This design comes from an exercise in tuning for small area on the open sky130 flow, not from production work. RTL that was checked went through simulation tests only; none was proved equivalent to the original. The RTL of runs 6 and 7 was laid out without a check of its function. Power figures rest on the tool's default switching activity, not on a simulated workload.

[design/flow/design.v]
module fifo_top(
input rst, clk, en, clr, push_in, pop_in,
input [7:0] din,
output [7:0] dout,
output empty,
output reg overrun
);
reg [127:0] mem;
reg [4:0] cm1;
assign empty = cm1[4];
wire full = en ? (cm1 == 5'b01111) : ~cm1[4];    
wire push = push_in & ~full;
wire pop  = pop_in  & ~cm1[4];
always @(posedge clk, posedge rst)
begin
  if (rst)
    cm1 <= 5'b11111;
  else if (clr)
    cm1 <= 5'b11111;
  else if (push & ~pop)
    cm1 <= cm1 + 5'd1;
  else if (pop & ~push)
    cm1 <= cm1 - 5'd1;
end
always @(posedge clk)
begin
  if (push)
    mem <= {mem[119:0], din};
end
wire [3:0] s = cm1[3:0];
wire [63:0] l1 = s[3] ? mem[127:64] : mem[63:0];
wire [31:0] l2 = s[2] ? l1[63:32] : l1[31:0];
wire [15:0] l3 = s[1] ? l2[31:16] : l2[15:0];
assign dout = s[0] ? l3[15:8] : l3[7:0];
always @(posedge clk, posedge rst)
begin
  if (rst)
    overrun <= 1'b0;
  else if (clr)
    overrun <= 1'b0;
  else if (push_in & full)
    overrun <= 1'b1;
end
endmodule
module uart_tx_top(
input clk, rst, baud_pulse, pen, thre, stb, sticky_parity, eps, set_break,
input [7:0] din,
input [1:0] wls,
output reg pop,
output sreg_empty,
output reg tx
);
localparam [1:0] idle = 2'd0, start = 2'd1, send = 2'd2, parity = 2'd3;
reg [1:0] state;
reg [7:0] shft_reg;    
reg d_parity;
reg [2:0] bitcnt;
reg [4:0] count;
reg parity_out;
wire cz = (count == 5'd0);
wire bz = (bitcnt == 3'd0);
wire [4:0] stop_len = (stb == 1'b0) ? 5'd15 : (wls == 2'b00) ? 5'd23 : 5'd31;
wire go = baud_pulse & (state == idle) & ~thre & cz;
always @(posedge clk, posedge rst)
begin
  if (rst)
    begin
    state <= idle;
    count <= 5'd15;
    end
  else if (baud_pulse)
    begin
    case (state)
      idle:
        if (!thre)
          begin
          if (cz)
            begin
            count <= 5'd15;
            state <= start;
            end
          else
            count <= count - 5'd1;
          end
      start:
        if (cz)
          begin
          count <= 5'd15;
          state <= send;
          end
        else
          count <= count - 5'd1;
      send:
        if (cz)
          begin
          if (!bz)
            count <= 5'd15;
          else if (pen)
            begin
            count <= 5'd15;
            state <= parity;
            end
          else
            begin
            count <= stop_len;
            state <= idle;
            end
          end
        else
          count <= count - 5'd1;
      default:  
        if (cz)
          begin
          count <= stop_len;
          state <= idle;
          end
        else
          count <= count - 5'd1;
    endcase
    end
end
always @(posedge clk)
begin
  pop <= go;
  if (go)
    begin
    shft_reg <= din;
    bitcnt   <= {1'b1, wls};
    end
  else if (baud_pulse && state == send && cz && !bz)
    begin
    shft_reg <= shft_reg >> 1;
    bitcnt   <= bitcnt - 3'd1;
    end
  if (baud_pulse && state == start && cz)
    case (wls)
      2'b00: d_parity <= ^shft_reg[4:0];
      2'b01: d_parity <= ^shft_reg[5:0];
      2'b10: d_parity <= ^shft_reg[6:0];
      2'b11: d_parity <= ^shft_reg[7:0];
    endcase
  if (baud_pulse && state == send && !(cz && bz))
    case ({sticky_parity, eps})
      2'b00: parity_out <= ~d_parity;
      2'b01: parity_out <= d_parity;
      2'b10: parity_out <= 1'b1;
      2'b11: parity_out <= 1'b0;
    endcase
end
assign sreg_empty = ~((state == start) | (state == send));
reg tx_data;
always @(*)
begin
  case (state)
    idle:    tx_data = 1'b1;
    start:   tx_data = 1'b0;
    send:    tx_data = shft_reg[0];
    default: tx_data = parity_out;
  endcase
end
always @(posedge clk)
begin
  tx <= tx_data & ~set_break;
end
endmodule
module uart_rx_top(
input clk, rst, baud_pulse, rx, sticky_parity, eps,
input pen,
input [1:0] wls,
output reg push,
output reg pe, fe,
output reg [7:0] dout
);
localparam [2:0] idle = 3'd0, start = 3'd1, read = 3'd2, parity = 3'd3, stop = 3'd4;
reg [2:0] state;
reg rx_reg;
always @(posedge clk)
begin
  rx_reg <= rx;
end
reg [2:0] bitcnt;
reg [3:0] count;
wire c7 = (count == 4'd7);
wire c0 = (count == 4'd0);
wire bz = (bitcnt == 3'd0);
always @(posedge clk, posedge rst)
begin
  if (rst)
    state <= idle;
  else if (baud_pulse)
    case (state)
      idle:   if (!rx_reg) state <= start;
      start:  if (c7 && rx) state <= idle;
              else if (c0) state <= read;
      read:   if (c0 && bz) state <= pen ? parity : stop;
      parity: if (c0) state <= stop;
      stop:   if (c0) state <= idle;
      default: ;
    endcase
end
always @(posedge clk)
begin
  push <= baud_pulse && state == stop && c7;
  if (baud_pulse)
    count <= (state == idle) ? 4'd15 : count - 4'd1;
  if (baud_pulse && state == start && c0)
    bitcnt <= {1'b1, wls};
  else if (baud_pulse && state == read && c0 && !bz)
    bitcnt <= bitcnt - 3'd1;
end
always @(posedge clk, posedge rst)
begin
  if (rst)
    begin
    pe   <= 1'b0;
    fe   <= 1'b0;
    dout <= 8'h00;
    end
  else if (baud_pulse)
    begin
    if (state == read && c7)
      case (wls)
        2'b00: dout <= {3'b000, rx, dout[4:1]};
        2'b01: dout <= {2'b00,  rx, dout[5:1]};
        2'b10: dout <= {1'b0,   rx, dout[6:1]};
        2'b11: dout <= {        rx, dout[7:1]};
      endcase
    if (state == read && c0 && bz && !pen)
      pe <= 1'b0;
    if (state == parity && c7)
      case ({sticky_parity, eps})
        2'b00: pe <= ~^{rx, dout};
        2'b01: pe <=  ^{rx, dout};
        2'b10: pe <= ~rx;
        2'b11: pe <=  rx;
      endcase
    if (state == stop && c7)
      fe <= ~rx;
    end
end
endmodule
module regs_uart(
input clk, rst,
input wr_i, rd_i,
input rx_fifo_empty_i,
input tx_fifo_empty_i, tx_sreg_empty_i,
input rx_oe, rx_pe, rx_fe,
input [2:0] addr_i,
input [7:0] din_i,
input [7:0] rx_fifo_in,
output tx_push_o,
output rx_pop_o,
output reg baud_out,
output reg tx_rst, rx_rst,
output reg fifo_en,
output reg [7:0] lcr,
output reg [7:0] dout_o
);
wire dlab = lcr[7];
wire a0 = (addr_i == 3'd0);
assign tx_push_o = wr_i & a0 & ~dlab;
assign rx_pop_o  = rd_i & a0 & ~dlab;
reg [7:0] rx_data;
always @(posedge clk, posedge rst)
begin
  if (rst)
    rx_data <= 8'h00;
  else if (rx_pop_o && !rx_fifo_empty_i)
    rx_data <= rx_fifo_in;
end
reg [7:0] dlsb, dmsb;
always @(posedge clk, posedge rst)
begin
  if (rst)
    begin
    dlsb <= 8'h00;
    dmsb <= 8'h00;
    end
  else if (wr_i && dlab)
    begin
    if (addr_i == 3'd0) dlsb <= din_i;
    if (addr_i == 3'd1) dmsb <= din_i;
    end
end
wire [15:0] dl = {dmsb, dlsb};
reg update_baud;
reg [15:0] baud_cnt;
always @(posedge clk)
begin
  update_baud <= wr_i & dlab & (addr_i[2:1] == 2'b00);
end
always @(posedge clk, posedge rst)
begin
  if (rst)
    baud_cnt <= 16'h0;
  else if (update_baud || baud_cnt == 16'h0000)
    baud_cnt <= dl;
  else
    baud_cnt <= baud_cnt - 16'd1;
end
always @(posedge clk)
begin
  baud_out <= (|dl) & ~(|baud_cnt);
end
wire wr_fcr = wr_i & (addr_i == 3'd2);
always @(posedge clk, posedge rst)
begin
  if (rst)
    begin
    fifo_en <= 1'b0;
    rx_rst  <= 1'b0;
    tx_rst  <= 1'b0;
    end
  else
    begin
    if (wr_fcr) fifo_en <= din_i[0];
    rx_rst <= wr_fcr & din_i[1];
    tx_rst <= wr_fcr & din_i[2];
    end
end
reg [7:0] lcr_temp;
always @(posedge clk, posedge rst)
begin
  if (rst)
    lcr <= 8'h00;
  else if (wr_i && addr_i == 3'd3)
    lcr <= din_i;
end
always @(posedge clk, posedge rst)
begin
  if (rst)
    lcr_temp <= 8'h00;
  else if (rd_i && addr_i == 3'd3)
    lcr_temp <= lcr;
end
reg lsr_dr, lsr_oe, lsr_pe, lsr_fe, lsr_thre, lsr_temt;
always @(posedge clk)
begin
  lsr_dr   <= ~rx_fifo_empty_i;
  lsr_oe   <= rx_oe;
  lsr_pe   <= rx_pe;
  lsr_fe   <= rx_fe;
  lsr_thre <= tx_fifo_empty_i;
  lsr_temt <= tx_fifo_empty_i & tx_sreg_empty_i;
end
reg [7:0] lsr_temp;
always @(posedge clk, posedge rst)
begin
  if (rst)
    lsr_temp <= 8'h00;
  else if (rd_i && addr_i == 3'd5)
    lsr_temp <= {1'b0, lsr_temt, lsr_thre, 1'b0, lsr_fe, lsr_pe, lsr_oe, lsr_dr};
end
reg [7:0] scr, scr_temp;
always @(posedge clk, posedge rst)
begin
  if (rst)
    scr <= 8'h00;
  else if (wr_i && addr_i == 3'd7)
    scr <= din_i;
end
always @(posedge clk, posedge rst)
begin
  if (rst)
    scr_temp <= 8'h00;
  else if (rd_i && addr_i == 3'd7)
    scr_temp <= scr;
end
always @(posedge clk)
begin
  case (addr_i)
    3'd0: dout_o <= dlab ? dlsb : rx_data;
    3'd1: dout_o <= dlab ? dmsb : 8'h00;
    3'd3: dout_o <= lcr_temp;
    3'd5: dout_o <= lsr_temp;
    3'd7: dout_o <= scr_temp;
    default: dout_o <= 8'h00;
  endcase
end
endmodule
`timescale 1ns / 1ps
module all_mod(
input clk, rst, wr, rd,
input rx,
input [2:0] addr,
input [7:0] din,
output tx,
output [7:0] dout
);
wire [7:0] lcr;
wire fifo_en, tx_rst, rx_rst;
wire baud_pulse;
wire tx_fifo_push, tx_fifo_pop;
wire [7:0] tx_fifo_out;
wire tx_fifo_empty, tx_sreg_empty;
wire rx_fifo_push, rx_fifo_pop;
wire [7:0] rx_out, rx_fifo_out;
wire rx_fifo_empty, rx_fifo_overrun;
wire r_pe, r_fe;
regs_uart uart_regs_inst (
    .clk (clk),
    .rst (rst),
    .wr_i (wr),
    .rd_i (rd),
    .rx_fifo_empty_i (rx_fifo_empty),
    .tx_fifo_empty_i (tx_fifo_empty),
    .tx_sreg_empty_i (tx_sreg_empty),
    .rx_oe (rx_fifo_overrun),
    .rx_pe (r_pe),
    .rx_fe (r_fe),
    .addr_i (addr),
    .din_i (din),
    .rx_fifo_in (rx_fifo_out),
    .tx_push_o (tx_fifo_push),
    .rx_pop_o (rx_fifo_pop),
    .baud_out (baud_pulse),
    .tx_rst (tx_rst),
    .rx_rst (rx_rst),
    .fifo_en (fifo_en),
    .lcr (lcr),
    .dout_o (dout)
);
uart_tx_top uart_tx_inst (
    .clk (clk),
    .rst (rst),
    .baud_pulse (baud_pulse),
    .pen (lcr[3]),
    .thre (tx_fifo_empty),
    .stb (lcr[2]),
    .sticky_parity (lcr[5]),
    .eps (lcr[4]),
    .set_break (lcr[6]),
    .din (tx_fifo_out),
    .wls (lcr[1:0]),
    .pop (tx_fifo_pop),
    .sreg_empty (tx_sreg_empty),
    .tx (tx)
);
fifo_top tx_fifo_inst (
    .rst (rst),
    .clk (clk),
    .en (fifo_en),
    .clr (tx_rst),
    .push_in (tx_fifo_push),
    .pop_in (tx_fifo_pop),
    .din (din),
    .dout (tx_fifo_out),
    .empty (tx_fifo_empty),
    .overrun ()
);
uart_rx_top uart_rx_inst (
    .clk (clk),
    .rst (rst),
    .baud_pulse (baud_pulse),
    .rx (rx),
    .sticky_parity (lcr[5]),
    .eps (lcr[4]),
    .pen (lcr[3]),
    .wls (lcr[1:0]),
    .push (rx_fifo_push),
    .pe (r_pe),
    .fe (r_fe),
    .dout (rx_out)
);
fifo_top rx_fifo_inst (
    .rst (rst),
    .clk (clk),
    .en (fifo_en),
    .clr (rx_rst),
    .push_in (rx_fifo_push),
    .pop_in (rx_fifo_pop),
    .din (rx_out),
    .dout (rx_fifo_out),
    .empty (rx_fifo_empty),
    .overrun (rx_fifo_overrun)
);
endmodule
[design/flow/run.sh]
#!/bin/bash
# synth_recipe.tcl (not shown) runs the flow's synth.tcl, then flattens the netlist and writes it again
# the make line also repeats each setting of config.mk as NAME=value (left out here)
make -C /OpenROAD-flow-scripts/flow DESIGN_CONFIG=/design/flow/config.mk WORK_HOME=/design/flow/orfs CLKGATE_MAP_FILE= SYNTH_SCRIPT=/design/flow/synth_recipe.tcl finish
[design/flow/config.mk]
export PLATFORM = sky130hd
export DESIGN_NAME = all_mod
export DESIGN_NICKNAME = all_mod
export VERILOG_FILES = /design/flow/design.v
export SDC_FILE = /design/flow/constraint.sdc
export NUM_CORES = 4
export LEC_CHECK = 0
export CAP_MARGIN = 20
export CORE_MARGIN = 2
export CORE_UTILIZATION = 40
export CTS_BUF_LIST = sky130_fd_sc_hd__clkbuf_8
export CTS_CLUSTER_DIAMETER = 60
export CTS_CLUSTER_SIZE = 20
export SLEW_MARGIN = 20
[design/flow/constraint.sdc]
create_clock -name core_clock -period 10.0 [get_ports {clk}]
set_input_delay 2.0000 -clock core_clock [delete_from_list [all_inputs] [get_ports {clk}]]
set_output_delay 2.0000 -clock core_clock [all_outputs]
set_load 0.01 [all_outputs]
==> summary.txt, run 1 <==
Cell Area, Placed=0.0177 mm²; # diodes=0; number of fillers in the final layout=3648; period utilisation layout=54.0%; clock network power share=26.5%; CP max stage delay=0.82 ns; part of the power in registers=57.1%; Final Setup Violations=0; Peak VDD IR=0.118 mV; Routed Wire Length=33.3 mm; Top Registers=rx_fifo_inst.mem x128, tx_fifo_inst.mem x128, uart_regs_inst.baud_cnt x16; Synth top cells by count=274 x edfxtp_1, 98 x dfrtp_1, 65 x mux4_2, 62 x mux2_2, 53 x mux2i_1; cell area after synthesis=0.0169 mm²; max-slew violation count=0; sequential element share of the synthesized area=68.2%; Die X=209 µm; clk root buf=clkbuf_8; Port-buffer cells=24; Setup CP Type=input port to register; Die ar.=0.0438 mm²; number of synthesized register bits=408; initial DRC count=736; Setup TNS Final=0 ns; R2R depth=7; Switch Pwr=1.09 mW; Worst R2R Setup Slack=6.53 ns; CTS buffer count=31; layout cells sized above 1=19.3%; Fin Clk Skew=0.0598 ns; R2R Path End=tx_fifo_inst.cm1[0]; Hold WS=0.379 ns; final net count=1094; CTS tree=done; Max-slew headroom=36.1%; syn_area_per_cell=16.3 µm²; critical path depth=8; global-route wire length before repair=52.0 mm; worst path bufs/invs=3; row count=75; hpwl dp=21.9 mm; Reg2Reg Launch Point=tx_fifo_inst.cm1[2]; TritonRoute pass-1 iters=5; remaining antenna violation count=0; P&R area growth vs syn=9.12%; Syn Inst Count=1037; Synth async-reset ratio=27.5%; status=timing/DRC/antenna clean; Crit. End Element=register; Required @ worst endpoint=10.61 ns; Residual DRC=0; Max Clock Freq=185 MHz; Final Total Pwr=3.80 mW; crit path cell chain=clkdlybuf4s50_1 > or3_4 > or3b_1 > or2_4 > inv_4 > buf_4 > xnor2_1 > mux2i_1; grt ovf=0; CP Capture Point=tx_fifo_inst.cm1[0]; post-synth cell types=58; Final Hold Viols=0; antenna violations before repair=2; pin count of the biggest net entering global routing=75; crit-path leading delay family=buffers and inverters; RSZ-0062 raised after global routing=false; switching share of power=28.6%; Initial Utilization=40.4%; Critical-path top delay cell=buf_4; io pins=25; via count=8785; Min Clock Period, post-route=5.40 ns; later-pin clock latency in the skew report=0.67 ns; H-tree levels=1; vias in the first global route=8831; WP data arrival=6.01 ns; Top FF cell, synth=edfxtp_1; post-synth top area cell=edfxtp_1; Finished Cell Area=0.0184 mm²; leakage=6.51 nW; total core area=0.0418 mm²; CTS resizes=0; clk sinks=408; yosys synthesis warning count=4; CP max FO=72; Worst Setup SP=addr[1]; Int Power=2.71 mW; net count after synthesis=1074; Post-synth EDFFs=274; CP startpoint kind=input port; Clk pin slew, worst setup/hold paths=0.12 ns; Yosys top cell area share=48.8%; Global Route Usage Sum=15.4%; post-CTS setup buffers=0; PD cells=207 mW/mm²; worst hold-check path type=register to register; DR vias/cell=5.42; Combinational Power Share=16.4%; GP Congestion=0.781; wire per inst=20.6 µm; Die Ht=209 µm; hold_buf cts=0; max-cap viol count=0; synth top area cells=edfxtp_1 49%, dfrtp_1 15%, mux4_2 8.7%; worst-margin pin slew=0.958 ns; maximum clock path buffer count=3; top-count cell post-synth=edfxtp_1
==> per-layer routing <==
layer	vias up	global-route usage [%]	share of wire, %
li1	4038	-	-
met1	4558	22.7	47
met2	141	23.4	46
met3	46	2.47	4.2
met4	2	4.73	2.5
met5	-	0	0.039
==> worst min path at each step <==
stage                               start                     to  slack [ns]  cells past startpoint
after floorplan           uart_rx_inst.pe  uart_regs_inst.lsr_pe        0.35                      0
after global placement    uart_rx_inst.fe  uart_regs_inst.lsr_fe        0.36                      0
after detailed placement  uart_rx_inst.fe  uart_regs_inst.lsr_fe        0.36                      0
after CTS                 uart_rx_inst.fe  uart_regs_inst.lsr_fe        0.38                      0
after global routing      uart_rx_inst.fe  uart_regs_inst.lsr_fe        0.39                      0
final                     uart_rx_inst.fe  uart_regs_inst.lsr_fe        0.38                      0
==> logic make-up (layout without fill, tap and decap cells) <==
logic type      after synthesis  after routing  share of synthesized area, %
mux                         180            180                          16.0
flops                       408            408                          68.2
buf+inv                      79            124                          1.86
xor+xnor                     34             34                          1.77
fa+ha+maj                    21             21                          1.65
simple gates                187            187                          5.66
compound gates              128            128                          4.92
==> power groups by stage <==
stage	logic [mW]	clock network [mW]	registers, mW
final	0.623	1.01	2.17
after global routing	0.691	1.11	2.19
after CTS	0.635	1.05	2.17
after detailed placement	0.632	0	2.21
after global placement	0.622	0	2.20
after floorplan	0.530	0	2.09
==> area by class of cell <==
cell class | instances | area, µm² | share of cell area [%]
well taps | 539 | 674 | 3.67
clock buffers | 31 | 427 | 2.32
repair buffers | 31 | 293 | 1.59
inverters | 35 | 139 | 0.755
multi-input cells | 550 | 5060 | 27.5
clock inverters | 27 | 307 | 1.67
flip-flops and latches | 408 | 11500 | 62.5
==> stage by stage <==
stage | instances | setup WS [ns] | util (%)
finish | 1621 | 4.60 | 44.0
global route | 1621 | 4.35 | 44.0
CTS | 1621 | 4.62 | 44.0
detailed placement | 1563 | 3.86 | 42.3
global placement | 1563 | 4.00 | 42.3
floorplan | 1037 | 4.71 | -
==> placed cells by master (no fill, tap or decap), drive strengths merged, types with 9 or more instances in the layout <==
cell,n
dfxtp,22
xor2,9
o21ai,21
mux4,65
xnor2,25
nand2,41
ha,19
inv,52
a21oi,36
nor2,47
clkdlybuf4s50,24
nand3,12
o22ai,14
dfrtp,98
nor4,15
nor2b,10
a21o,13
edfxtp,274
mux2,62
nand2b,10
mux2i,53
a31oi,9
clkbuf,31
dfstp,14
nor3,14
==> inputs of run 2 (changes only) <==
--- a/design/flow/config.mk
+++ b/design/flow/config.mk
@@ -9,6 +9,4 @@
 export CORE_MARGIN = 2
 export CORE_UTILIZATION = 40
-export CTS_BUF_LIST = sky130_fd_sc_hd__clkbuf_8
-export CTS_CLUSTER_DIAMETER = 60
-export CTS_CLUSTER_SIZE = 20
+export CTS_BUF_LIST = sky130_fd_sc_hd__clkbuf_4
 export SLEW_MARGIN = 20
==> run 2 against run 1 <==
Effect of this change: cell area rose by 4.0%; synthesized cell count unchanged; largest power group unchanged; die area is the same; largest cell class unchanged; wire length up 2.9%; still clean; worst setup slack gained 0.096 ns; count of clock-buffer cells in the layout is 135 higher.
==> summary.txt, run 2 <==
net count after synthesis=1074 (unchanged); Fin Clk Skew=0.0643 ns (+0.00449 ns); remaining antenna violation count=0 (unchanged); Synth top cells by count=274 x edfxtp_1, 98 x dfrtp_1, 65 x mux4_2, 62 x mux2_2, 53 x mux2i_1; Die X=209 µm (unchanged); yosys synthesis warning count=4 (unchanged); CTS resizes=0 (unchanged); top routing layer used=met4; Min Clock Period, post-route=5.30 ns (-0.0955 ns); commonest non-fill, non-tap cell in the layout=edfxtp_1; WP data arrival=6.00 ns (about the same); Top Registers=rx_fifo_inst.mem x128, tx_fifo_inst.mem x128, uart_regs_inst.baud_cnt x16; Final Total Pwr=4.31 mW (+14%); hold_buf cts=0 (unchanged); met1 WL=15.8 mm (+0.15%); leakage=7.01 nW (+7.5%); sequential element share of the synthesized area=68.2% (unchanged); RSZ-0062 raised after global routing=false; Yosys top cell area share=48.8% (unchanged); Synth async-reset ratio=27.5% (unchanged); Routed Wire Length=34.3 mm (+2.9%); R2R depth=6 (-1); Initial Utilization=40.4% (unchanged); Reg2Reg Launch Point=uart_regs_inst.lcr[7]; Setup TNS Final=0 ns (unchanged); Max Clock Freq=189 MHz (+1.8%); wire per inst=19.4 µm (-5.6%); initial DRC count=713 (-3.1%); pin count of the biggest net entering global routing=75 (unchanged); layout cells sized above 1=27.6% (+8.3 points); DR vias/cell=5.25 (-3.2%); number of synthesized register bits=408 (unchanged); Worst Setup SP=addr[1]; post-synth top area cell=edfxtp_1; CTS buffer count=106 (+240%); clk root buf=clkbuf_4; synth top area cells=edfxtp_1 49%, dfrtp_1 15%, mux4_2 8.7%; io pins=25 (unchanged); CP startpoint kind=input port; Residual DRC=0 (unchanged); maximum clock path buffer count=3 (unchanged); Clk pin slew, worst setup/hold paths=0.06 ns (-0.06 ns); Die ar.=0.0438 mm² (unchanged); hold path start=uart_rx_inst.fe; commonest cells after routing, fill and taps aside=274 x edfxtp_1, 166 x clkbuf_4, 98 x dfrtp_1, 65 x mux4_2, 62 x mux2_2; H-tree levels=3 (+2); syn_area_per_cell=16.3 µm² (unchanged); hpwl dp=21.9 mm (unchanged); period utilisation layout=53.0% (-0.96 points); Required @ worst endpoint=10.70 ns (+0.09 ns); Die Ht=209 µm (unchanged); Worst R2R Setup Slack=6.54 ns (about the same); TritonRoute pass-1 iters=5 (unchanged); Max-slew headroom=37.4% (+1.2 points); row count=75 (unchanged); worst-margin pin slew=0.940 ns (-0.0185 ns); Top FF cell, synth=edfxtp_1; Port-buffer cells=24 (unchanged); max-cap viol count=0 (unchanged); post-synth cell types=58 (unchanged); status=timing/DRC/antenna clean; cell area after synthesis=0.0169 mm² (unchanged); top-count cell post-synth=edfxtp_1; CTS tree=done; max-slew violation count=0 (unchanged); grt ovf=0 (unchanged); worst hold-check path type=register to register; global-route wire length before repair=53.9 mm (+3.8%); Met3 Wirelength=1.89 mm (+36%); total core area=0.0418 mm² (unchanged); P&R area growth vs syn=13.5%; WHS Path Cells=0 (unchanged); Post-synth EDFFs=274 (unchanged); Finished Cell Area=0.0191 mm² (+4.0%); Setup CP Type=input port to register; final net count=1169 (+6.9%); Crit. End Element=register; met2 WL=15.8 mm (+2.7%); Final Setup Violations=0 (unchanged); Peak VDD IR=0.148 mV (+25%); clk sinks=408 (unchanged); Cell Area, Placed=0.0177 mm² (unchanged); post-CTS setup buffers=0 (unchanged); GP Congestion=0.781 (unchanged); Final Hold Viols=0 (unchanged); Global Route Usage Sum=16.1% (+0.78 points); Syn Inst Count=1037 (unchanged); via count=9279 (+5.6%); PD cells=226 mW/mm² (+9.1%); later-pin clock latency in the skew report=0.83 ns (+0.16 ns); antenna violations before repair=2 (unchanged); vias in the first global route=9575 (+8.4%); utilization after layout=45.8% (+1.8 points); CP max FO=72 (unchanged)
run 2: cell counts after synthesis:
No cell type changed its count.
run 2: per-stage QoR:
stage | hold slack, ns | setup slack, ns | cells
2_1_floorplan | 0.347 | 4.71 | 1037
3_3_place_gp | 0.358 | 4.00 | 1563
3_5_place_dp | 0.357 | 3.86 | 1563
4_1_cts | 0.371 | 4.75 | 1765
5_1_grt | 0.376 | 4.49 | 1766
6_report | 0.367 | 4.70 | 1768
run 2: layout make-up:
| type | instances | area [µm²] |
|---|---|---|
| fill | 3651 | 22600 |
| clock buffer | 166 | 1250 |
| inverter | 35 | 139 |
| multi-input combinational | 550 | 5060 |
| timing repair buffer | 31 | 293 |
| tap | 539 | 674 |
| sequential | 408 | 11500 |
| antenna | 3 | 7.51 |
| clock inverter | 36 | 220 |
run 2: cell families after synthesis:
kind of cell,count (synthesis),synth area share [%]
xor+xnor,34,1.77
simple gates,187,5.66
compound gates,128,4.92
mux,180,16.0
flops,408,68.2
fa+ha+maj,21,1.65
buf+inv,79,1.86
run 2: worst max-delay path: stages:
cell,delay [ns]
clkdlybuf4s50_1,0.69
or3_4,0.58
or3b_1,0.44
or2_4,0.27
inv_4,0.52
buf_4,0.82
xnor2_1,0.35
mux2i_1,0.26
run 2: path summary, 6_finish.rpt:
check,endpoint
max,tx_fifo_inst.cm1[1]
min,uart_regs_inst.lsr_fe
max reg2reg,tx_fifo_inst.cm1[1]
min reg2reg,uart_regs_inst.lsr_fe
max in group asynchronous,uart_regs_inst.dmsb[4]
min in group asynchronous,uart_regs_inst.rx_rst
run 2: report_power, final:
part	internal, mW	leakage [nW]	total [mW]	switching (mW)
sequential	1.97	3.92	2.17	0.198
clock	0.833	0.880	1.52	0.686
combinational	0.340	2.21	0.623	0.283
run 2: metal layers:
metal / global-route usage, % / up-vias
li1: - / 4290
met4: 6.70 / 0
met5: 0 / -
met2: 24.0 / 206
met3: 4.46 / 67
met1: 22.4 / 4716
==> inputs of run 3 (changes only) <==
--- a/design/flow/config.mk
+++ b/design/flow/config.mk
@@ -9,4 +9,5 @@
 export CORE_MARGIN = 2
 export CORE_UTILIZATION = 40
-export CTS_BUF_LIST = sky130_fd_sc_hd__clkbuf_4
+export CTS_BUF_LIST = sky130_fd_sc_hd__clkbuf_2 sky130_fd_sc_hd__clkbuf_4
+export CTS_CLUSTER_SIZE = 20
 export SLEW_MARGIN = 20
==> run 3 against run 2 <==
Effect of this change: clock skew is the same; via count is the same; largest cell class unchanged; largest power group unchanged; sequential power is essentially flat; hold slack is the same; total power is the same; utilization is the same; maximum frequency is the same; combinational power is essentially flat.
==> summary.txt, run 3 <==
status=timing/DRC/antenna clean; Setup TNS Final=0 ns (unchanged); worst hold-check path type=register to register; hpwl dp=21.9 mm (unchanged); cell area after synthesis=0.0169 mm² (unchanged); Finished Cell Area=0.0191 mm² (unchanged); post-synth cell types=58 (unchanged); DR vias/cell=5.25 (unchanged); WP data arrival=6.00 ns (about the same); Top Registers=rx_fifo_inst.mem x128, tx_fifo_inst.mem x128, uart_regs_inst.baud_cnt x16; row count=75 (unchanged); layout cells sized above 1=27.6% (unchanged); Clk pin slew, worst setup/hold paths=0.06 ns (about the same); Max Clock Freq=189 MHz (unchanged); CTS resizes=0 (unchanged); max-cap viol count=0 (unchanged); Required @ worst endpoint=10.70 ns (about the same); Synth top cells by count=274 x edfxtp_1, 98 x dfrtp_1, 65 x mux4_2, 62 x mux2_2, 53 x mux2i_1; yosys synthesis warning count=4 (unchanged); Yosys top cell area share=48.8% (unchanged); Die Ht=209 µm (unchanged); Peak VDD IR=0.148 mV (unchanged); total core area=0.0418 mm² (unchanged); Crit. End Element=register; synth top area cells=edfxtp_1 49%, dfrtp_1 15%, mux4_2 8.7%; Min Clock Period, post-route=5.30 ns (unchanged); worst-margin pin slew=0.940 ns (unchanged); PD cells=226 mW/mm² (unchanged); grt ovf=0 (unchanged); Cell Area, Placed=0.0177 mm² (unchanged); commonest non-fill, non-tap cell in the layout=edfxtp_1; RSZ-0062 raised after global routing=false; initial DRC count=713 (unchanged); clk root buf=clkbuf_4; global-route wire length before repair=53.9 mm (unchanged); max-slew violation count=0 (unchanged); Syn Inst Count=1037 (unchanged); post-CTS setup buffers=0 (unchanged); number of fillers in the final layout=3651 (unchanged); top-count cell post-synth=edfxtp_1; GP Congestion=0.781 (unchanged); sequential cell area=0.0115 mm² (unchanged); antenna violations before repair=2 (unchanged); CP max FO=72 (unchanged); combined area of the multi-input logic cells=0.00506 mm² (unchanged); Die X=209 µm (unchanged); Max-slew headroom=37.4% (unchanged); vias in the first global route=9575 (unchanged); CTS tree=done; CP startpoint kind=input port; post-synth top area cell=edfxtp_1; H-tree levels=3 (unchanged); Top FF cell, synth=edfxtp_1; hold_buf cts=0 (unchanged); period utilisation layout=53.0% (unchanged); Die ar.=0.0438 mm² (unchanged); Residual DRC=0 (unchanged); TritonRoute pass-1 iters=5 (unchanged); Global Route Usage Sum=16.1% (unchanged); Post-synth EDFFs=274 (unchanged); Setup CP Type=input port to register; Initial Utilization=40.4% (unchanged); Routed Wire Length=34.3 mm (unchanged); number of synthesized register bits=408 (unchanged); P&R area growth vs syn=13.5% (unchanged); wire per inst=19.4 µm (unchanged); pin count of the biggest net entering global routing=75 (unchanged); Final Setup Violations=0 (unchanged); CTS buffer count=106 (unchanged); net count after synthesis=1074 (unchanged); maximum clock path buffer count=3 (unchanged); final net count=1169 (unchanged); Final Hold Viols=0 (unchanged); io pins=25 (unchanged); later-pin clock latency in the skew report=0.83 ns (about the same); clk sinks=408 (unchanged); Synth async-reset ratio=27.5% (unchanged); leakage=7.01 nW (unchanged); sequential element share of the synthesized area=68.2% (unchanged); Fin Clk Skew=0.0643 ns (unchanged); via count=9279 (unchanged); Port-buffer cells=24 (unchanged); remaining antenna violation count=0 (unchanged); commonest cells after routing, fill and taps aside=274 x edfxtp_1, 166 x clkbuf_4, 98 x dfrtp_1, 65 x mux4_2, 62 x mux2_2; syn_area_per_cell=16.3 µm² (unchanged)
[run 3: cell counts in the layout (fill, tap and decap cells not counted)]
Identical to the previous run, type by type.
[run 3: per-layer routing]
metal / wire length (µm) / part of all wire, % / GRT usage, %
met1: 15800 / 46 / 22.4
met2: 15800 / 46 / 24.0
met4: 906 / 2.6 / 6.70
met5: 0 / 0 / 0
met3: 1890 / 5.5 / 4.46
[run 3: layout make-up]
| class | instances | share of cell area [%] |
|---|---|---|
| diodes | 3 | 0.0392 |
| clock buffers | 166 | 6.51 |
| clock inverters | 36 | 1.15 |
| inverters | 35 | 0.726 |
| multi-input cells | 550 | 26.5 |
| flip-flops and latches | 408 | 60.1 |
| well taps | 539 | 3.53 |
| repair buffers | 31 | 1.53 |
[run 3: kinds of logic (layout without fill, tap and decap cells)]
family / count (synthesis) / in the layout / share of synthesized area, %
AO/OA/AOI/OAI: 128 / 128 / 4.92
XOR/XNOR: 34 / 34 / 1.77
adder cells (fa/ha/maj): 21 / 21 / 1.65
buffers and inverters: 79 / 268 / 1.86
flip-flops: 408 / 408 / 68.2
multiplexers: 180 / 180 / 16.0
other: 0 / 3 / 0
AND/OR/NAND/NOR: 187 / 187 / 5.66
[run 3: path summary, 6_finish.rpt]
| path | startpoint | to | slack, ns | depth (start not counted) |
|---|---|---|---|---|
| worst max-delay path | addr[1] | tx_fifo_inst.cm1[1] | 4.70 | 8 |
| worst min-delay path | uart_rx_inst.fe | uart_regs_inst.lsr_fe | 0.37 | 0 |
| worst max register to register | uart_regs_inst.lcr[7] | tx_fifo_inst.cm1[1] | 6.54 | 6 |
| worst min register to register | uart_rx_inst.fe | uart_regs_inst.lsr_fe | 0.37 | 0 |
| max in group asynchronous | rst | uart_regs_inst.dmsb[4] | 7.04 | 3 |
| min in group asynchronous | rst | uart_regs_inst.rx_rst | 1.58 | 2 |
[run 3: report_power, final]
part	switching (mW)	internal [mW]	total (mW)	leakage, nW
logic	0.283	0.340	0.623	2.21
clock network	0.686	0.833	1.52	0.880
registers	0.198	1.97	2.17	3.92
[run 3: critical path, cell delays in order]
cell and delay (ns):
clkdlybuf4s50_1 0.69, or3_4 0.58, or3b_1 0.44, or2_4 0.27, inv_4 0.52, buf_4 0.82, xnor2_1 0.35, mux2i_1 0.26
[run 3: stage by stage]
stage | hold slack, ns | total power, mW | cells | worst slack (ns) | utilization [%]
after floorplan | 0.347 | 2.63 | 1037 | 4.71 | -
after global placement | 0.358 | 2.82 | 1563 | 4.00 | 42.3
after detailed placement | 0.357 | 2.84 | 1563 | 3.86 | 42.3
after CTS | 0.371 | 4.38 | 1765 | 4.75 | 45.8
after global routing | 0.376 | 4.55 | 1766 | 4.49 | 45.8
final | 0.367 | 4.31 | 1768 | 4.70 | 45.8
==> inputs of run 4 (changes only) <==
==> design/flow/flow/run.sh (new file) <==
#!/bin/bash
# Standard ORFS layout, with CTS told not to add dummy loads.
cat standard.sh > standard_sh_copy.log
cat config.mk > config_copy.log
export CTS_ARGS="-sink_clustering_enable -repair_clock_nets -dont_use_dummy_load -sink_clustering_size 20 -sink_clustering_max_diameter 60 -buf_list sky130_fd_sc_hd__clkbuf_8"
bash standard.sh > standard.log 2>&1
==> design/flow/standard.sh (new file) <==
#!/bin/bash
# synth_recipe.tcl (not shown) runs the flow's synth.tcl, then flattens the netlist and writes it again
# the make line also repeats each setting of config.mk as NAME=value (left out here)
make -C /OpenROAD-flow-scripts/flow DESIGN_CONFIG=/design/flow/config.mk WORK_HOME=/design/flow/orfs CLKGATE_MAP_FILE= SYNTH_SCRIPT=/design/flow/synth_recipe.tcl "${@:-finish}"
--- a/design/flow/config.mk
+++ b/design/flow/config.mk
@@ -9,5 +9,6 @@
 export CORE_MARGIN = 2
 export CORE_UTILIZATION = 40
-export CTS_BUF_LIST = sky130_fd_sc_hd__clkbuf_2 sky130_fd_sc_hd__clkbuf_4
+export CTS_BUF_LIST = sky130_fd_sc_hd__clkbuf_8
+export CTS_CLUSTER_DIAMETER = 60
 export CTS_CLUSTER_SIZE = 20
 export SLEW_MARGIN = 20
removed: design/flow/run.sh
==> run 4 against run 3 <==
Effect of this change: highest routed layer is now met5; clock skew up 0.057 ns; wire length down 3.7%; via count down 6.0%; largest cell class unchanged.
==> summary.txt, run 4 <==
CTS resizes=0 (unchanged); Post-synth EDFFs=274 (unchanged); hpwl dp=21.9 mm (unchanged); grt ovf=0 (unchanged); via count=8725 (-6.0%); Die ar.=0.0438 mm² (unchanged); row count=75 (unchanged); clk sinks=408 (unchanged); commonest non-fill, non-tap cell in the layout=edfxtp_1; post-synth cell types=58 (unchanged); CTS buffer count=31 (-71%); sequential element share of the synthesized area=68.2% (unchanged); pin count of the biggest net entering global routing=75 (unchanged); wire per inst=20.7 µm (+6.8%); # diodes=0 (-3); CP startpoint kind=input port; Peak VDD IR=0.140 mV (-5.6%); yosys synthesis warning count=4 (unchanged); Top FF cell, synth=edfxtp_1; Die Ht=209 µm (unchanged); Worst Setup SP=addr[1]; commonest cells after routing, fill and taps aside=274 x edfxtp_1, 98 x dfrtp_1, 65 x mux4_2, 62 x mux2_2, 53 x mux2i_1; H-tree levels=1 (-2); worst-margin pin slew=0.930 ns (-0.0100 ns); Final Total Pwr=3.57 mW (-17%); Min Clock Period, post-route=5.41 ns (+0.111 ns); WP data arrival=6.01 ns (about the same); post-synth top area cell=edfxtp_1; CP max FO=72 (unchanged); Setup CP Type=input port to register; number of synthesized register bits=408 (unchanged); Synth top cells by count=274 x edfxtp_1, 98 x dfrtp_1, 65 x mux4_2, 62 x mux2_2, 53 x mux2i_1; remaining antenna violation count=0 (unchanged); Initial Utilization=40.4% (unchanged); max-cap viol count=0 (unchanged); Top Registers=rx_fifo_inst.mem x128, tx_fifo_inst.mem x128, uart_regs_inst.baud_cnt x16; Routed Wire Length=33.1 mm (-3.7%); vias in the first global route=8809 (-8.0%); leakage=6.35 nW (-9.4%); Die X=209 µm (unchanged); Synth async-reset ratio=27.5% (unchanged); DR vias/cell=5.47 (+4.3%); total core area=0.0418 mm² (unchanged); period utilisation layout=54.1% (+1.1 points); clk root buf=clkbuf_8; hold path start=uart_rx_inst.pe; layout cells sized above 1=18.1% (-9.5 points); PD cells=197 mW/mm² (-13%); global-route wire length before repair=51.6 mm (-4.3%); syn_area_per_cell=16.3 µm² (unchanged); Final Setup Violations=0 (unchanged); Fin Clk Skew=0.122 ns (+0.0573 ns); Max-slew headroom=38.0% (+0.67 points); CTS tree=done; GP Congestion=0.781 (unchanged); Residual DRC=0 (unchanged); Setup TNS Final=0 ns (unchanged); TritonRoute pass-1 iters=5 (unchanged); cell area after synthesis=0.0169 mm² (unchanged); Crit. End Element=register; Max Clock Freq=185 MHz (-2.0%); io pins=25 (unchanged); max-slew violation count=0 (unchanged); Port-buffer cells=24 (unchanged); antenna violations before repair=2 (unchanged); later-pin clock latency in the skew report=0.67 ns (-0.16 ns); Syn Inst Count=1037 (unchanged); initial DRC count=800 (+12%); Global Route Usage Sum=15.3% (-0.86 points); hold_buf cts=0 (unchanged); Reg2Reg Launch Point=tx_fifo_inst.cm1[2]; RSZ-0062 raised after global routing=false; synth top area cells=edfxtp_1 49%, dfrtp_1 15%, mux4_2 8.7%; final net count=1094 (-6.4%); top-count cell post-synth=edfxtp_1; worst hold-check path type=register to register; Final Hold Viols=0 (unchanged); status=timing/DRC/antenna clean; Worst R2R Setup Slack=6.54 ns (about the same); Clk pin slew, worst setup/hold paths=0.11 ns (+0.05 ns); P&R area growth vs syn=7.30%; net count after synthesis=1074 (unchanged); Yosys top cell area share=48.8% (unchanged); maximum clock path buffer count=3 (unchanged); Required @ worst endpoint=10.59 ns (-0.11 ns); post-CTS setup buffers=0 (unchanged)
-- run 4: where the power goes --
group	internal, mW	leakage (nW)	switching (mW)	total, mW
clock	0.276	0.223	0.500	0.776
sequential	1.97	3.92	0.198	2.17
combinational	0.340	2.21	0.283	0.623
-- run 4: worst paths after layout --
check | endpoint | cells after the start
min | uart_regs_inst.lsr_pe | 0
max reg2reg | tx_fifo_inst.cm1[3] | 7
max in group asynchronous | uart_regs_inst.baud_cnt[11] | 3
max | tx_fifo_inst.cm1[3] | 8
min reg2reg | uart_regs_inst.lsr_pe | 0
min in group asynchronous | uart_rx_inst.dout[0] | 2
-- run 4: routing by layer --
layer	GRT usage (%)	wire length, µm	vias up
met5	0	13	-
met3	2.48	1430	48
li1	-	-	3994
met4	4.75	950	2
met2	23.4	15100	151
met1	22.4	15500	4530
-- run 4: final cells by class --
cell class	count	area [µm²]
fillers	3667	23700
inverters	35	139
well taps	539	674
multi-input cells	550	5060
clock buffers	31	427
flip-flops and latches	408	11500
repair buffers	31	293
-- run 4: cell families after synthesis --
| logic type | after synthesis | synth area share [%] |
|---|---|---|
| buf+inv | 79 | 1.86 |
| simple gates | 187 | 5.66 |
| xor+xnor | 34 | 1.77 |
| mux | 180 | 16.0 |
| compound gates | 128 | 4.92 |
| fa+ha+maj | 21 | 1.65 |
| flops | 408 | 68.2 |
-- run 4: worst max-delay path: stages --
cell and delay [ns]:
clkdlybuf4s50_1 0.69, or3_4 0.57, or3b_1 0.45, or2_4 0.27, inv_4 0.51, buf_4 0.82, xnor2_1 0.35, mux2i_1 0.25
-- run 4: per-stage QoR --
step | area [µm²] | setup WS [ns] | cells | util, % | hold slack, ns
floorplan | 16900 | 4.71 | 1037 | - | 0.347
global placement | 17600 | 4.00 | 1563 | 42.3 | 0.358
detailed placement | 17700 | 3.86 | 1563 | 42.3 | 0.357
CTS | 18100 | 4.61 | 1594 | 43.3 | 0.366
global route | 18100 | 4.34 | 1594 | 43.3 | 0.382
finish | 18100 | 4.59 | 1594 | 43.3 | 0.359
==> inputs of run 5 (changes only) <==
==> design/flow/flow/run.sh (replaced) <==
#!/bin/bash
# Standard ORFS layout, except: CTS adds no dummy loads, and the port
# buffers are the smallest buffer cell.
export CTS_ARGS="-sink_clustering_enable -repair_clock_nets -dont_use_dummy_load -sink_clustering_size 20 -sink_clustering_max_diameter 60 -buf_list sky130_fd_sc_hd__clkbuf_8"
export BUFFER_PORTS_ARGS="-buffer_cell sky130_fd_sc_hd__buf_1"
bash standard.sh > standard.log 2>&1
==> run 5 against run 4 <==
Effect of this change: still clean on timing, DRC and antenna; sequential cell count unchanged; die area unchanged; via count shrank 0.38%; utilization fell by 0.35 points; clock power down 0.8%; maximum frequency up 24%; synthesized area unchanged; highest routed layer unchanged.
==> summary.txt, run 5 <==
number of synthesized register bits=408 (unchanged); CTS tree=done; Crit. End Element=register; pin count of the biggest net entering global routing=90 (+20%); vias in the first global route=8732 (-0.87%); clk root buf=clkbuf_8; status=timing/DRC/antenna clean; Port-buffer cells=24 (unchanged); CTS buffer count=31 (unchanged); Peak VDD IR=0.129 mV (-7.8%); Die ar.=0.0438 mm² (unchanged); later-pin clock latency in the skew report=0.65 ns (-0.02 ns); Residual DRC=0 (unchanged); Clk pin slew, worst setup/hold paths=0.08 ns (-0.03 ns); max-slew violation count=0 (unchanged); row count=75 (unchanged); hold_buf cts=0 (unchanged); post-synth top area cell=edfxtp_1; Routed Wire Length=32.7 mm (-1.2%); final net count=1094 (unchanged); WP data arrival=4.62 ns (-1.39 ns); CTS resizes=0 (unchanged); commonest cells after routing, fill and taps aside=274 x edfxtp_1, 98 x dfrtp_1, 65 x mux4_2, 62 x mux2_2, 53 x mux2i_1; Top FF cell, synth=edfxtp_1; fin worst setup slack=5.63 ns (+1.04 ns); Max Clock Freq=229 MHz (+24%); syn_area_per_cell=16.3 µm² (unchanged); Setup TNS Final=0 ns (unchanged); Final Setup Violations=0 (unchanged); wire per inst=20.5 µm (-1.2%); Global Route Usage Sum=15.1% (-0.21 points); antenna violations before repair=2 (unchanged); worst hold-check path type=register to register; Final Hold Viols=0 (unchanged); maximum clock path buffer count=3 (unchanged); max-cap viol count=0 (unchanged); grt ovf=0 (unchanged); commonest non-fill, non-tap cell in the layout=edfxtp_1; CP startpoint kind=input port; leakage=6.29 nW (-0.98%); Final Total Pwr=3.55 mW (-0.49%); post-synth cell types=58 (unchanged); DR vias/cell=5.45 (-0.38%); remaining antenna violation count=0 (unchanged); hpwl dp=21.9 mm (about the same); total core area=0.0418 mm² (unchanged); PD cells=198 mW/mm² (+0.33%); Syn Inst Count=1037 (unchanged); TritonRoute pass-1 iters=5 (unchanged); Initial Utilization=40.4% (unchanged); layout cells sized above 1=18.1% (unchanged); # diodes=0 (unchanged); Synth top cells by count=274 x edfxtp_1, 98 x dfrtp_1, 65 x mux4_2, 62 x mux2_2, 53 x mux2i_1; worst-margin pin slew=0.987 ns (+0.0572 ns); via count=8692 (-0.38%); P&R area growth vs syn=6.43%; cell area after synthesis=0.0169 mm² (unchanged); H-tree levels=1 (unchanged); clk sinks=408 (unchanged); number of fillers in the final layout=3715 (+1.3%); net count after synthesis=1074 (unchanged); top-count cell post-synth=edfxtp_1; Max-slew headroom=34.2% (-3.8 points); Post-synth EDFFs=274 (unchanged); Die Ht=209 µm (unchanged); yosys synthesis warning count=4 (unchanged); Synth async-reset ratio=27.5% (unchanged); period utilisation layout=43.7% (-10 points); io pins=25 (unchanged); CP max FO=89 (+24%); Min Clock Period, post-route=4.37 ns (-1.04 ns); GP Congestion=0.800 (+2.4%); post-CTS setup buffers=0 (unchanged); Setup CP Type=input port to register; RSZ-0062 raised after global routing=false; Fin Clk Skew=0.0548 ns (-0.0668 ns); initial DRC count=724 (-9.5%); Required @ worst endpoint=10.25 ns (-0.34 ns); Yosys top cell area share=48.8% (unchanged); Finished Cell Area=0.0179 mm² (-0.81%); synth top area cells=edfxtp_1 49%, dfrtp_1 15%, mux4_2 8.7%; pre-CTS setup slack=4.74 ns (+0.880 ns); global-route wire length before repair=50.9 mm (-1.5%); Top Registers=rx_fifo_inst.mem x128, tx_fifo_inst.mem x128, uart_regs_inst.baud_cnt x16; sequential element share of the synthesized area=68.2% (unchanged); Die X=209 µm (unchanged); Cell Area, Placed=0.0175 mm² (-0.85%)
[run 5: layout make-up]
type                       count  area [µm²]  share of cell area, %
clock buffer                  31         427                   2.38
tap                          539         674                   3.76
timing repair buffer          31         146                  0.816
multi-input combinational    550        5060                   28.2
inverter                      35         139                  0.774
sequential                   408       11500                   64.1
[run 5: worst paths after layout]
path | from | end | slack (ns) | depth (start not counted)
setup / recovery | addr[1] | tx_fifo_inst.mem[29] | 5.63 | 6
hold / removal | rx_fifo_inst.overrun | uart_regs_inst.lsr_oe | 0.38 | 0
max in group asynchronous | rst | uart_regs_inst.baud_cnt[7] | 7.27 | 3
hold reg to reg | rx_fifo_inst.overrun | uart_regs_inst.lsr_oe | 0.38 | 0
min in group asynchronous | rst | uart_tx_inst.count[4] | 1.48 | 2
setup reg to reg | uart_tx_inst.count[0] | uart_tx_inst.shft_reg[1] | 6.86 | 8
[run 5: kinds of logic after synthesis]
| kind of cell | Yosys count | share of synthesized area (%) |
|---|---|---|
| flops | 408 | 68.2 |
| xor+xnor | 34 | 1.77 |
| buf+inv | 79 | 1.86 |
| compound gates | 128 | 4.92 |
| simple gates | 187 | 5.66 |
| mux | 180 | 16.0 |
| fa+ha+maj | 21 | 1.65 |
[run 5: critical path, stage by stage]
cell	delay (ns)
buf_1	0.27
or3_4	0.53
or3b_1	0.42
or2_4	0.27
inv_4	0.38
buf_6	0.68
[run 5: power breakdown]
part	internal [mW]	switching (mW)
registers	1.97	0.195
logic	0.326	0.289
clock network	0.276	0.494
total	2.57	0.978
[run 5: through the flow]
step                      instances  utilization [%]  hold slack (ns)
after floorplan                1037                -            0.347
after global placement         1563             41.9            0.354
after detailed placement       1563             41.9            0.361
after CTS                      1594             42.9            0.380
after global routing           1594             43.0            0.385
final                          1594             43.0            0.379
[run 5: per-layer routing]
metal / global-route usage, % / vias up / wire (µm)
met5: 0 / - / 12
met4: 3.79 / 2 / 543
met3: 2.18 / 40 / 1310
met2: 23.6 / 150 / 15300
met1: 22.3 / 4491 / 15500
li1: - / 4009 / -
==> inputs of run 6 (changes only) <==
--- a/design/flow/design.v
+++ b/design/flow/design.v
@@ -28,9 +28,27 @@
     mem <= {mem[119:0], din};
 end
-wire [3:0] s = cm1[3:0];
-wire [63:0] l1 = s[3] ? mem[127:64] : mem[63:0];
-wire [31:0] l2 = s[2] ? l1[63:32] : l1[31:0];
-wire [15:0] l3 = s[1] ? l2[31:16] : l2[15:0];
-assign dout = s[0] ? l3[15:8] : l3[7:0];
+reg [7:0] head;
+always @(*)
+begin
+  case (cm1[3:0])
+    4'd0:  head = mem[7:0];
+    4'd1:  head = mem[15:8];
+    4'd2:  head = mem[23:16];
+    4'd3:  head = mem[31:24];
+    4'd4:  head = mem[39:32];
+    4'd5:  head = mem[47:40];
+    4'd6:  head = mem[55:48];
+    4'd7:  head = mem[63:56];
+    4'd8:  head = mem[71:64];
+    4'd9:  head = mem[79:72];
+    4'd10: head = mem[87:80];
+    4'd11: head = mem[95:88];
+    4'd12: head = mem[103:96];
+    4'd13: head = mem[111:104];
+    4'd14: head = mem[119:112];
+    default: head = mem[127:120];
+  endcase
+end
+assign dout = head;
 always @(posedge clk, posedge rst)
 begin
==> design/flow/run.sh (new file) <==
#!/bin/bash
# synth_recipe.tcl (not shown) runs the flow's synth.tcl, then flattens the netlist and writes it again
# the make line also repeats each setting of config.mk as NAME=value (left out here)
make -C /OpenROAD-flow-scripts/flow DESIGN_CONFIG=/design/flow/config.mk WORK_HOME=/design/flow/orfs CLKGATE_MAP_FILE= SYNTH_SCRIPT=/design/flow/synth_recipe.tcl finish
==> design/flow/config.mk (replaced) <==
export PLATFORM = sky130hd
export DESIGN_NAME = all_mod
export DESIGN_NICKNAME = all_mod
export VERILOG_FILES = /design/flow/design.v
export SDC_FILE = /design/flow/constraint.sdc
export NUM_CORES = 4
export LEC_CHECK = 0
export ABC_AREA = 1
export CAP_MARGIN = 20
export CORE_MARGIN = 2
export CORE_UTILIZATION = 40
export SLEW_MARGIN = 20
removed: design/flow/flow/run.sh
removed: design/flow/standard.sh
==> run 6 against run 5 <==
Effect of this change: sequential share of layout area fell by 6.2 points; sequential cell count did not move; wire length is 22% higher; critical path type unchanged; cell area grew 11%; critical path depth is 1 higher; still clean on timing, DRC and antenna.
==> summary.txt, run 6 <==
Die ar.=0.0450 mm² (+2.7%); hpwl dp=26.5 mm (+21%); TritonRoute pass-1 iters=5 (unchanged); Cell Area, Placed=0.0182 mm² (+4.1%); clk root buf=clkbuf_16; worst hold-check path type=register to register; Max-slew headroom=33.7% (-0.51 points); antenna violations before repair=0 (-2); leakage=8.19 nW (+30%); DR vias/cell=4.95 (-9.2%); Routed Wire Length=40.0 mm (+22%); Finished Cell Area=0.0199 mm² (+11%); status=timing/DRC/antenna clean; number of synthesized register bits=408 (unchanged); final net count=1771 (+62%); row count=76 (+1.3%); later-pin clock latency in the skew report=0.59 ns (-0.06 ns); Min Clock Period, post-route=4.63 ns (+0.257 ns); max-slew violation count=0 (unchanged); Setup TNS Final=0 ns (unchanged); clk sinks=408 (unchanged); Synth top cells by count=633 x nand2_1, 274 x edfxtp_1, 150 x nor2_1, 121 x inv_1, 98 x dfrtp_1; WP data arrival=4.84 ns (+0.22 ns); H-tree levels=2 (+1); remaining antenna violation count=0 (unchanged); hold_buf cts=0 (unchanged); crit path cell chain=clkdlybuf4s50_1 > nor2_1 > nand2_1 > nor2_1 > nand2_1 > inv_4 > buf_4; total core area=0.0429 mm² (+2.7%); Crit. End Element=register; layout cells sized above 1=9.66% (-8.4 points); CTS tree=done; Peak VDD IR=0.141 mV (+9.6%); net count after synthesis=1711 (+59%); number of fillers in the final layout=3954 (+6.4%); pin count of the biggest net entering global routing=81 (-10%); RSZ-0062 raised after global routing=false; CTS resizes=0 (unchanged); Final Hold Viols=0 (unchanged); Die X=212 µm (+1.3%); max-cap viol count=0 (unchanged); CP startpoint kind=input port; Yosys top cell area share=47.5% (-1.3 points); Final Setup Violations=0 (unchanged); CP Capture Point=tx_fifo_inst.mem[19]; Syn Inst Count=1674 (+61%); post-synth cell types=44 (-24%); Setup CP Type=input port to register; Post-synth EDFFs=274 (unchanged); Residual DRC=0 (unchanged); grt ovf=0 (unchanged); Reg2Reg Launch Point=uart_regs_inst.lcr[7]; Initial Utilization=40.4% (about the same); Synth async-reset ratio=27.5% (unchanged); Global Route Usage Sum=18.3% (+3.3 points); Port-buffer cells=24 (unchanged); cell area after synthesis=0.0173 mm² (+2.7%); hold path start=rx_fifo_inst.overrun; vias in the first global route=11438 (+31%); GP Congestion=0.873 (+9.1%); commonest cells after routing, fill and taps aside=633 x nand2_1, 274 x edfxtp_1, 149 x nor2_1, 119 x inv_1, 98 x dfrtp_1; Worst R2R Setup Slack=6.66 ns (-0.20 ns); syn_area_per_cell=10.3 µm² (-36%); CP max FO=80 (-10%); Critical-path top delay cell=buf_4; io pins=25 (unchanged); # diodes=0 (unchanged); commonest non-fill, non-tap cell in the layout=nand2_1; period utilisation layout=46.3% (+2.6 points); PD cells=242 mW/mm² (+22%); yosys synthesis warning count=4 (unchanged); Top Registers=rx_fifo_inst.mem x128, tx_fifo_inst.mem x128, uart_regs_inst.baud_cnt x16; global-route wire length before repair=63.2 mm (+24%); initial DRC count=1096 (+51%); wire per inst=17.0 µm (-17%); Fin Clk Skew=0.0363 ns (-0.0185 ns); sequential element share of the synthesized area=66.4% (-1.8 points); Worst Setup SP=addr[1]; post-synth top area cell=edfxtp_1; maximum clock path buffer count=3 (unchanged); CP max stage delay=0.84 ns (+0.16 ns); Max Clock Freq=216 MHz (-5.6%); post-CTS setup buffers=0 (unchanged); synth top area cells=edfxtp_1 48%, dfrtp_1 14%, nand2_1 14%; R2R Path End=tx_fifo_inst.mem[19]; worst-margin pin slew=0.994 ns (+0.00763 ns); Required @ worst endpoint=10.21 ns (-0.04 ns); top-count cell post-synth=nand2_1; R2R depth=6 (-2); P&R area growth vs syn=14.7%; Top FF cell, synth=edfxtp_1; via count=11660 (+34%); Die Ht=212 µm (+1.3%); Clk pin slew, worst setup/hold paths=0.06 ns (-0.02 ns); CTS buffer count=45 (+45%)
-- run 6: report_power, final --
| part | switching [mW] | internal (mW) |
|---|---|---|
| Clock | 0.708 | 1.05 |
| Combinational | 0.641 | 0.312 |
| Sequential | 0.123 | 1.96 |
| Total | 1.47 | 3.33 |
-- run 6: worst max-delay path, delay by kind of cell --
family / cells / cell delay (ns)
buffers and inverters: 3 / 1.85
AND/OR/NAND/NOR: 4 / 0.89
-- run 6: final cells by class --
type / instances / area [µm²] / share of cell area (%)
clock buffer: 62 / 1340 / 6.77
clock inverter: 22 / 273 / 1.37
inverter: 130 / 493 / 2.48
multi-input combinational: 1120 / 5240 / 26.4
sequential: 408 / 11500 / 57.9
tap: 585 / 732 / 3.69
timing repair buffer: 29 / 282 / 1.42
-- run 6: logic make-up after synthesis --
family | Yosys count | synth area share, %
AO/OA/AOI/OAI | 172 | 5.69
XOR/XNOR | 18 | 0.911
adder cells (fa/ha/maj) | 21 | 1.60
buffers and inverters | 146 | 3.43
flip-flops | 408 | 66.4
multiplexers | 17 | 1.14
AND/OR/NAND/NOR | 892 | 20.9
-- run 6: worst min-delay path by stage --
| stage | end | slack, ns | cells past startpoint |
|---|---|---|---|
| 2_1_floorplan | uart_regs_inst.lsr_oe | 0.35 | 0 |
| 3_3_place_gp | uart_regs_inst.lsr_oe | 0.35 | 0 |
| 3_5_place_dp | uart_regs_inst.lsr_oe | 0.36 | 0 |
| 4_1_cts | uart_regs_inst.lsr_oe | 0.37 | 0 |
| 5_1_grt | uart_regs_inst.lsr_oe | 0.38 | 0 |
| 6_report | uart_regs_inst.lsr_oe | 0.37 | 0 |
-- run 6: per-layer routing --
metal / wire [µm] / track usage, % / up-vias
li1: - / - / 5686
met3: 1970 / 3.03 / 80
met5: 0 / 0 / -
met1: 17900 / 24.4 / 5618
met4: 1160 / 6.95 / 0
met2: 19000 / 30.2 / 276
-- run 6: through the flow --
| step | power [mW] | hold WS [ns] | utilization [%] | cells | worst slack, ns |
|---|---|---|---|---|---|
| after floorplan | 2.74 | 0.347 | - | 1674 | 1.97 |
| after global placement | 3.05 | 0.353 | 42.5 | 2272 | 4.84 |
| after detailed placement | 3.07 | 0.357 | 42.5 | 2272 | 4.79 |
| after CTS | 4.85 | 0.372 | 46.3 | 2356 | 5.40 |
| after global routing | 5.06 | 0.378 | 46.3 | 2356 | 5.15 |
| final | 4.80 | 0.372 | 46.3 | 2356 | 5.37 |
==> inputs of run 7 (changes only) <==
--- a/design/flow/config.mk
+++ b/design/flow/config.mk
@@ -6,5 +6,4 @@
 export NUM_CORES = 4
 export LEC_CHECK = 0
-export ABC_AREA = 1
 export CAP_MARGIN = 20
 export CORE_MARGIN = 2
==> run 7 against run 6 <==
Effect of this change: still clean; die area rose by 1.3%; sequential cell count did not move; utilization fell by 0.56 points; clock skew fell by 0.018 ns; register-to-register slack got worse by 0.41 ns; critical path depth fell by 1; hold slack improved by 0.0018 ns; worst setup slack got worse by 0.47 ns.
==> summary.txt, run 7 <==
synth top area cells=edfxtp_1 47%, dfrtp_1 14%, mux2_2 4.9%; Post-synth EDFFs=274 (unchanged); global-route wire length before repair=63.1 mm (-0.16%); Die Ht=213 µm (+0.64%); Initial Utilization=40.6% (+0.26 points); Synth top cells by count=274 x edfxtp_1, 98 x dfrtp_1, 89 x nand2_1, 77 x mux2_2, 75 x o21ai_0; sequential element share of the synthesized area=65.5% (-0.86 points); H-tree levels=2 (unchanged); Crit. End Element=register; Routed Wire Length=39.9 mm (-0.20%); io pins=25 (unchanged); Global Route Usage Sum=17.9% (-0.42 points); Die ar.=0.0455 mm² (+1.3%); worst hold-check path type=register to register; CTS tree=done; Required @ worst endpoint=10.19 ns (-0.02 ns); PD cells=246 mW/mm² (+1.7%); CP startpoint kind=input port; status=timing/DRC/antenna clean; Top Registers=rx_fifo_inst.mem x128, tx_fifo_inst.mem x128, uart_regs_inst.baud_cnt x16; number of fillers in the final layout=3919 (-0.89%); RSZ-0062 raised after global routing=false; Hold WS=0.373 ns (+0.00179 ns); max-cap viol count=0 (unchanged); Final Hold Viols=0 (unchanged); initial DRC count=1214 (+11%); row count=76 (unchanged); clk sinks=408 (unchanged); wire per inst=20.5 µm (+21%); grt ovf=0 (unchanged); Placed Cells=1869 (-18%); Min Clock Period, post-route=5.11 ns (+0.474 ns); final net count=1367 (-23%); DR vias/cell=5.65 (+14%); yosys synthesis warning count=4 (unchanged); Final Setup Violations=0 (unchanged); top-count cell post-synth=edfxtp_1; Port-buffer cells=24 (unchanged); Die X=213 µm (+0.64%); CP max FO=79 (-1.3%); fin worst setup slack=4.89 ns (-0.474 ns); CTS buffer count=44 (-2.2%); hold_buf cts=0 (unchanged); WP data arrival=5.29 ns (+0.45 ns); net count after synthesis=1354 (-21%); Cell Area, Placed=0.0183 mm² (+0.44%); Residual DRC=0 (unchanged); Setup CP Type=input port to register; # diodes=0 (unchanged); utilization after layout=45.7% (-0.56 points); Non-Filler Instances=1951 (-17%); pin count of the biggest net entering global routing=80 (-1.2%); remaining antenna violation count=0 (unchanged); syn_area_per_cell=13.3 µm² (+29%); vias in the first global route=10865 (-5.0%); commonest non-fill, non-tap cell in the layout=edfxtp_1; Setup TNS Final=0 ns (unchanged); CTS resizes=0 (unchanged); Yosys top cell area share=46.9% (-0.62 points); P&R area growth vs syn=12.5%; antenna violations before repair=0 (unchanged); number of synthesized register bits=408 (unchanged); via count=11020 (-5.5%); worst-margin pin slew=1.01 ns (+0.0172 ns); post-synth cell types=82 (+86%); post-CTS setup buffers=0 (unchanged); layout cells sized above 1=14.9% (+5.2 points); pre-CTS setup slack=4.32 ns (-0.465 ns); clk root buf=clkbuf_16; Final Total Pwr=4.85 mW (+1.1%); TritonRoute pass-1 iters=5 (unchanged); Max Clock Freq=196 MHz (-9.3%); hpwl dp=25.3 mm (-4.6%); Max-slew headroom=32.6% (-1.1 points); maximum clock path buffer count=3 (unchanged); period utilisation layout=51.1% (+4.7 points); commonest cells after routing, fill and taps aside=274 x edfxtp_1, 98 x dfrtp_1, 89 x nand2_1, 77 x mux2_2, 75 x o21ai_0; max-slew violation count=0 (unchanged); Clk pin slew, worst setup/hold paths=0.06 ns (about the same); Synth async-reset ratio=27.5% (unchanged); Peak VDD IR=0.186 mV (+32%); Top FF cell, synth=edfxtp_1; post-synth top area cell=edfxtp_1; later-pin clock latency in the skew report=0.57 ns (-0.02 ns); Finished Cell Area=0.0197 mm² (-0.55%); leakage=7.09 nW (-13%); cell area after synthesis=0.0175 mm² (+1.3%); GP Congestion=0.811 (-7.1%); Fin Clk Skew=0.0185 ns (-0.0178 ns); total core area=0.0432 mm² (+0.67%); Syn Inst Count=1317 (-21%)
## run 7: cell count changes after synthesis, sizes merged, moves of 17 or more
cell,change
and3,+18
nand2,-549
nor2,-104
inv,-88
nor3,+18
a31oi,+17
clkbuf,+36
mux2i,+45
xnor2,+25
mux2,+61
o21ai,-52
a21oi,+40
## run 7: worst max-delay path, cell delays in order
cell and delay (ns):
clkdlybuf4s50_1 0.88, nor4_4 0.63, nand2_1 0.19, nor2_4 0.12
buf_4 0.51, buf_4 0.86
## run 7: metal layers
layer / track usage, % / up-vias / wire, µm
met1: 26.7 / 5594 / 18900
met5: 0 / - / 0
li1: - / 5027 / -
met4: 5.41 / 0 / 845
met2: 27.0 / 341 / 18100
met3: 2.78 / 58 / 2140
## run 7: cells by family after synthesis
family	Yosys count	share of synthesized area [%]
AO/OA/AOI/OAI	272	10.0
XOR/XNOR	36	1.80
adder cells (fa/ha/maj)	21	1.58
buffers and inverters	112	2.62
flip-flops	408	65.5
multiplexers	129	8.34
AND/OR/NAND/NOR	339	10.1
## run 7: area by class of cell
cell class / count / area (µm²) / area share (%)
timing repair buffer: 34 / 315 / 1.60
clock buffer: 57 / 1190 / 6.03
inverter: 45 / 174 / 0.881
multi-input combinational: 797 / 5600 / 28.4
clock inverter: 25 / 239 / 1.21
tap: 585 / 732 / 3.71
sequential: 408 / 11500 / 58.2
## run 7: where the power goes
part	internal [mW]	total, mW	switching [mW]
combinational	0.433	1.04	0.611
clock	0.927	1.62	0.691
sequential	1.97	2.19	0.219
## run 7: final timing paths
| path | from | end | slack [ns] | cells after the start |
|---|---|---|---|---|
| min in group asynchronous | rst | uart_rx_inst.dout[1] | 1.86 | 2 |
| setup / recovery | addr[1] | tx_fifo_inst.mem[69] | 4.89 | 6 |
| hold reg to reg | uart_rx_inst.fe | uart_regs_inst.lsr_fe | 0.37 | 0 |
| hold / removal | uart_rx_inst.fe | uart_regs_inst.lsr_fe | 0.37 | 0 |
| setup reg to reg | tx_fifo_inst.cm1[1] | tx_fifo_inst.cm1[4] | 6.25 | 10 |
| max in group asynchronous | rst | uart_regs_inst.scr[3] | 6.87 | 3 |

## port drivers added, routing unchanged
In the flow no input, the clock included, has a driving cell. The finished layouts below were timed again as built, in two steps. Step 1 (the two cells are an assumption about what drives the block):
set clk [get_ports {clk}]
set_driving_cell -lib_cell sky130_fd_sc_hd__clkbuf_16 $clk
set_driving_cell -lib_cell sky130_fd_sc_hd__buf_2 [delete_from_list [all_inputs] $clk]
Step 2 times the ports against the registers' clock, not the clock port: input delays grow and output delays shrink by t, the midpoint of the rising clock arrivals with the driver on. a / b / c = no drivers / after step 1 / after step 2; a / b = the first two.
run	shift t [ns]	slack for setup (ns)	clock arrival spread, ns
run 1	0.687	4.603 / 4.599 / 3.912	0.065 / 0.064
run 2	0.849	4.699 / 4.701 / 3.852	0.068 / 0.068
run 3	0.849	4.699 / 4.701 / 3.852	0.068 / 0.068
run 4	0.652	4.588 / 4.582 / 3.930	0.124 / 0.124
run 5	0.670	5.626 / 5.620 / 4.950	0.060 / 0.060
run 6	0.626	5.369 / 5.396 / 4.770	0.037 / 0.036
run 7	0.617	4.895 / 4.914 / 4.296	0.024 / 0.025
After both steps setup and hold are still met in every run listed.
